What follows belongs to an exercise in optimizing a design on an open flow for small area, a short achievable clock period and few clock cycles per item; a production flow would make more cautious choices.
The RTL was checked by simulation tests, not by an equivalence proof against the original design.

==> run a: inputs <==
## modinv
module modinv(clk, reset, number, prime, finished, gcd, inverse);
==> module modinv, before the edit <==
module modinv(clk, reset, number, prime, finished, gcd, inverse);
    input [31:0] number, prime;
    input wire clk, reset;
    output [31:0] gcd, inverse;
    output finished;
    reg [30:0] A, B, PA, PB, P0;
    reg par;
    reg done;
    function [4:0] blen;
        input [30:0] v;
        integer i;
        begin
            blen = 0;
            for (i = 0; i < 31; i = i + 1)
                if (v[i]) blen = i + 1;
        end
    endfunction
    function [32:0] radd;
        input [31:0] a, b;
        input ci;
        integer i;
        reg c;
        begin
            c = ci;
            for (i = 0; i < 32; i = i + 1) begin
                radd[i] = a[i] ^ b[i] ^ c;
                c = (a[i] & b[i]) | (c & (a[i] ^ b[i]));
            end
            radd[32] = c;
        end
    endfunction
    wire [4:0] la = blen(A);
    wire [4:0] lb = blen(B);
    wire [5:0] kd = {1'b0, la} - {1'b0, lb};
    wire [4:0] k = kd[4:0];
    wire [30:0] Bk = B << k;
    wire [31:0] PBk = {1'b0, PB} << k;
    wire [32:0] gex = radd({1'b0, A}, ~{1'b0, Bk}, 1'b1);
    wire ge1 = gex[32];                        
    wire lt = kd[5] | ((kd[4:0] == 0) & ~ge1);   
    wire [30:0] Bs = lt ? 31'd0 : (ge1 ? Bk : {1'b0, Bk[30:1]});
    wire [30:0] PBs = (lt | done) ? 31'd0 : (ge1 ? PBk[30:0] : PBk[31:1]);
    wire kk0 = ge1 ? (k == 0) : (k == 1);       
    wire [30:0] Bh = {1'b0, Bs[30:1]};
    wire [30:0] PBh = {1'b0, PBs[30:1]};
    wire [32:0] r1x = radd({1'b0, A}, ~{1'b0, Bs}, 1'b1);
    wire [31:0] t1 = {1'b0, A}, t2 = ~{1'b0, Bs}, t3 = ~{1'b0, Bh};
    wire [31:0] ts = t1 ^ t2 ^ t3;
    wire [31:0] tc = (t1 & t2) | (t1 & t3) | (t2 & t3);
    wire [32:0] r2x = radd(ts, {tc[30:0], 1'b1}, 1'b1);
    wire q2 = ~r2x[31] & ~kk0 & ~lt;
    wire [30:0] nA = q2 ? r2x[30:0] : r1x[30:0];
    wire [31:0] u1 = {1'b0, PA}, u2 = {1'b0, PBs}, u3 = q2 ? {1'b0, PBh} : 32'd0;
    wire [31:0] us = u1 ^ u2 ^ u3;
    wire [31:0] uc = (u1 & u2) | (u1 & u3) | (u2 & u3);
    wire [32:0] nPAx = radd(us, {uc[30:0], 1'b0}, 1'b0);
    wire [30:0] nPA = nPAx[30:0];
    wire swap = nA < B;
    wire fin = swap & (nA == 0);
    wire [32:0] p0x = radd({1'b0, P0}, ~{1'b0, PB}, 1'b1);
    wire [30:0] inv = par ? PB : ((PB == 0) ? 31'd0 : p0x[30:0]);
    always @(posedge clk) begin
        if (reset) begin
            A <= number[30:0];
            B <= prime[30:0];
            PA <= 31'd1;
            PB <= 31'd0;
            par <= 1'b0;
        end else if (swap) begin
            A <= B;
            B <= nA;
            PA <= fin ? inv : PB;
            PB <= nPA;
            par <= ~par;
        end else begin
            A <= nA;
            PA <= nPA;
        end
    end
    always @(posedge clk)
        P0 <= prime[30:0];
    always @(posedge clk or posedge reset) begin
        if (reset)
            done <= 1'b0;
        else if (fin)
            done <= 1'b1;
    end
    assign finished = done;
    assign gcd = {1'b0, A};
    assign inverse = {1'b0, PA};
endmodule
clock: 140.0 ns
lec_check: 0
cap_margin: 20
core_margin: 2
core_utilization: 75
cts_buf_list: sky130_fd_sc_hd__clkbuf_8
slew_margin: 20
standard.sh (not shown) runs the stock make flow with config.mk's settings and CLKGATE_MAP_FILE= SYNTH_SCRIPT=/design/flow/synth_recipe.tcl, a recipe that flattens the netlist after the stock synthesis.
==> flow/flow/run.sh <==
#!/bin/bash
# The standard layout with these changes, none to the design or constraints:
#  - ABC maps for area (flow/abc_area.script replaces the speed script),
#    and adders are left to ABC instead of being mapped to full-adder cells
#    first (ADDER_MAP_FILE empty); registers are mapped exactly as before;
#  - the port buffers are the smallest buffer (buf_1);
#  - clock tree synthesis inserts no dummy loads;
#  - repair_timing aims for 110.6 ns of setup slack (paths within 29.4 ns),
#    which it only needs on the paths from the reset input; it does not clone
#    gates, so the registers stay those of the standard synthesis.
set -euo pipefail
cd "$(dirname "$0")/.."
rm -rf scripts_area
cp -r "$FLOW_HOME/scripts" scripts_area
cp flow/abc_area.script scripts_area/abc_speed.script
export SCRIPTS_DIR="$PWD/scripts_area"
export BUFFER_PORTS_ARGS="-buffer_cell sky130_fd_sc_hd__buf_1"
export CTS_ARGS="-sink_clustering_enable -repair_clock_nets -buf_list sky130_fd_sc_hd__clkbuf_8 -dont_use_dummy_load"
export SETUP_SLACK_MARGIN=110.6
export SKIP_GATE_CLONING=1
bash standard.sh ADDER_MAP_FILE= finish > standard.log 2>&1
==> flow/flow/abc_area.script <==
strash
dch
amap
topo
stime -c
upsize -c -D 27000
dnsize -c -D 27000
stime -c
==> inputs of run b, as changes to run a <==
--- a/flow/design.v
+++ b/flow/design.v
@@ -41,18 +41,7 @@
     wire [30:0] Bs = lt ? 31'd0 : (ge1 ? Bk : {1'b0, Bk[30:1]});
     wire [30:0] PBs = (lt | done) ? 31'd0 : (ge1 ? PBk[30:0] : PBk[31:1]);
-    wire kk0 = ge1 ? (k == 0) : (k == 1);       
-    wire [30:0] Bh = {1'b0, Bs[30:1]};
-    wire [30:0] PBh = {1'b0, PBs[30:1]};
-    wire [32:0] r1x = radd({1'b0, A}, ~{1'b0, Bs}, 1'b1);
-    wire [31:0] t1 = {1'b0, A}, t2 = ~{1'b0, Bs}, t3 = ~{1'b0, Bh};
-    wire [31:0] ts = t1 ^ t2 ^ t3;
-    wire [31:0] tc = (t1 & t2) | (t1 & t3) | (t2 & t3);
-    wire [32:0] r2x = radd(ts, {tc[30:0], 1'b1}, 1'b1);
-    wire q2 = ~r2x[31] & ~kk0 & ~lt;
-    wire [30:0] nA = q2 ? r2x[30:0] : r1x[30:0];
-    wire [31:0] u1 = {1'b0, PA}, u2 = {1'b0, PBs}, u3 = q2 ? {1'b0, PBh} : 32'd0;
-    wire [31:0] us = u1 ^ u2 ^ u3;
-    wire [31:0] uc = (u1 & u2) | (u1 & u3) | (u2 & u3);
-    wire [32:0] nPAx = radd(us, {uc[30:0], 1'b0}, 1'b0);
+    wire [32:0] nAx = radd({1'b0, A}, ~{1'b0, Bs}, 1'b1);
+    wire [30:0] nA = nAx[30:0];
+    wire [32:0] nPAx = radd({1'b0, PA}, {1'b0, PBs}, 1'b0);
     wire [30:0] nPA = nPAx[30:0];
     wire swap = nA < B;
==> flow/flow/run.sh (replaced) <==
#!/bin/bash
# The standard layout with three changes, none to the design or constraints:
#  - ABC maps for area (flow/abc_area.script replaces the speed script),
#    and adders are left to ABC instead of being mapped to full-adder cells
#    first (ADDER_MAP_FILE empty); registers are mapped exactly as before;
#  - the port buffers are the smallest buffer (buf_1).
set -euo pipefail
cd "$(dirname "$0")/.."
rm -rf scripts_area
cp -r "$FLOW_HOME/scripts" scripts_area
cp flow/abc_area.script scripts_area/abc_speed.script
export SCRIPTS_DIR="$PWD/scripts_area"
export BUFFER_PORTS_ARGS="-buffer_cell sky130_fd_sc_hd__buf_1"
bash standard.sh ADDER_MAP_FILE= finish > standard.log 2>&1
==> flow/flow/abc_area.script (replaced) <==
strash
dch
amap
topo
stime -c
upsize -c -D 22000
dnsize -c -D 22000
stime -c
- CORE_UTILIZATION: 75 -> 40
- CTS_BUF_LIST: sky130_fd_sc_hd__clkbuf_8 -> default
==> qor summary <==
|  | run a | run b |
|---|---|---|
| Run status | timing/DRC/antenna clean | timing/DRC/antenna clean |
| Met1 GRT Util | 0.570 | 0.361 |
| Height of the die | 143 µm | 176 µm |
| Share of cell area taken by multi-input logic gates | 0.652 | 0.574 |
| Register area share after synthesis | 0.240 | 0.292 |
| Inverter count of the layout excluding clock inverters | 214 | 178 |
| Total track usage | 0.475 | 0.278 |
| Arr. time, crit path | 29,490 ps | 30,360 ps |
| End of the worst register-to-register path | PA[30]$_SDFF_PP0_ | PA[25]$_SDFF_PP0_ |
| Later-pin clock latency in the skew report | 490 ps | 450 ps |
| Worst path buffer plus inverter count | 2 | 4 |
| Final instance area | 0.0157 mm² | 0.0135 mm² |
| Final cell count without fillers | 2,574 | 2,250 |
| Portion of the clock cycle consumed by the worst path in the final layout | 0.208 | 0.214 |
| Fill cell instance count of the final layout | 1,256 | 3,116 |
| GR met2 Demand/Resource | 0.783 | 0.485 |
Testbench counts of run a, summed over its fixed seeds: cycles 9,142, items 480.
Testbench counts of run b, summed over its fixed seeds: cycles 11,263, items 480.

==> afterwards: timing with drivers on the ports <==
The results above use ideal ports. As a check the final layouts listed here were re-extracted and re-timed, cells and wires unchanged. Step 1 (the two cells are an assumption about what drives the block):
set clk [get_ports {clk}]
set_driving_cell -lib_cell sky130_fd_sc_hd__clkbuf_16 $clk
set_driving_cell -lib_cell sky130_fd_sc_hd__buf_2 [delete_from_list [all_inputs] $clk]
Step 2 adds t to the input delays and takes it off the output delays; t is the mean of the earliest and latest rising clock arrival at the registers after step 1. Input paths then give back, and output paths get back, about the clock's delay inside the block. a / b / c = ideal / step 1 / step 2; a / b = the first two.
run	shift t [ns]	setup WS [ns]	hold WS [ns]	worst setup path at the end	latest minus earliest clock arrival (ns)
run a	0.518	110.834 / 110.791 / 110.321	0.462 / 0.462 / 0.462	input to register	0.040 / 0.040
run b	0.495	109.974 / 110.000 / 109.505	0.446 / 0.446 / 0.446	input to register	0.014 / 0.014
After both steps setup and hold are still met in every run listed. For run a, which loses most, drivers alone change the setup slack by -0.043 ns; drivers and shift together by -0.513 ns.
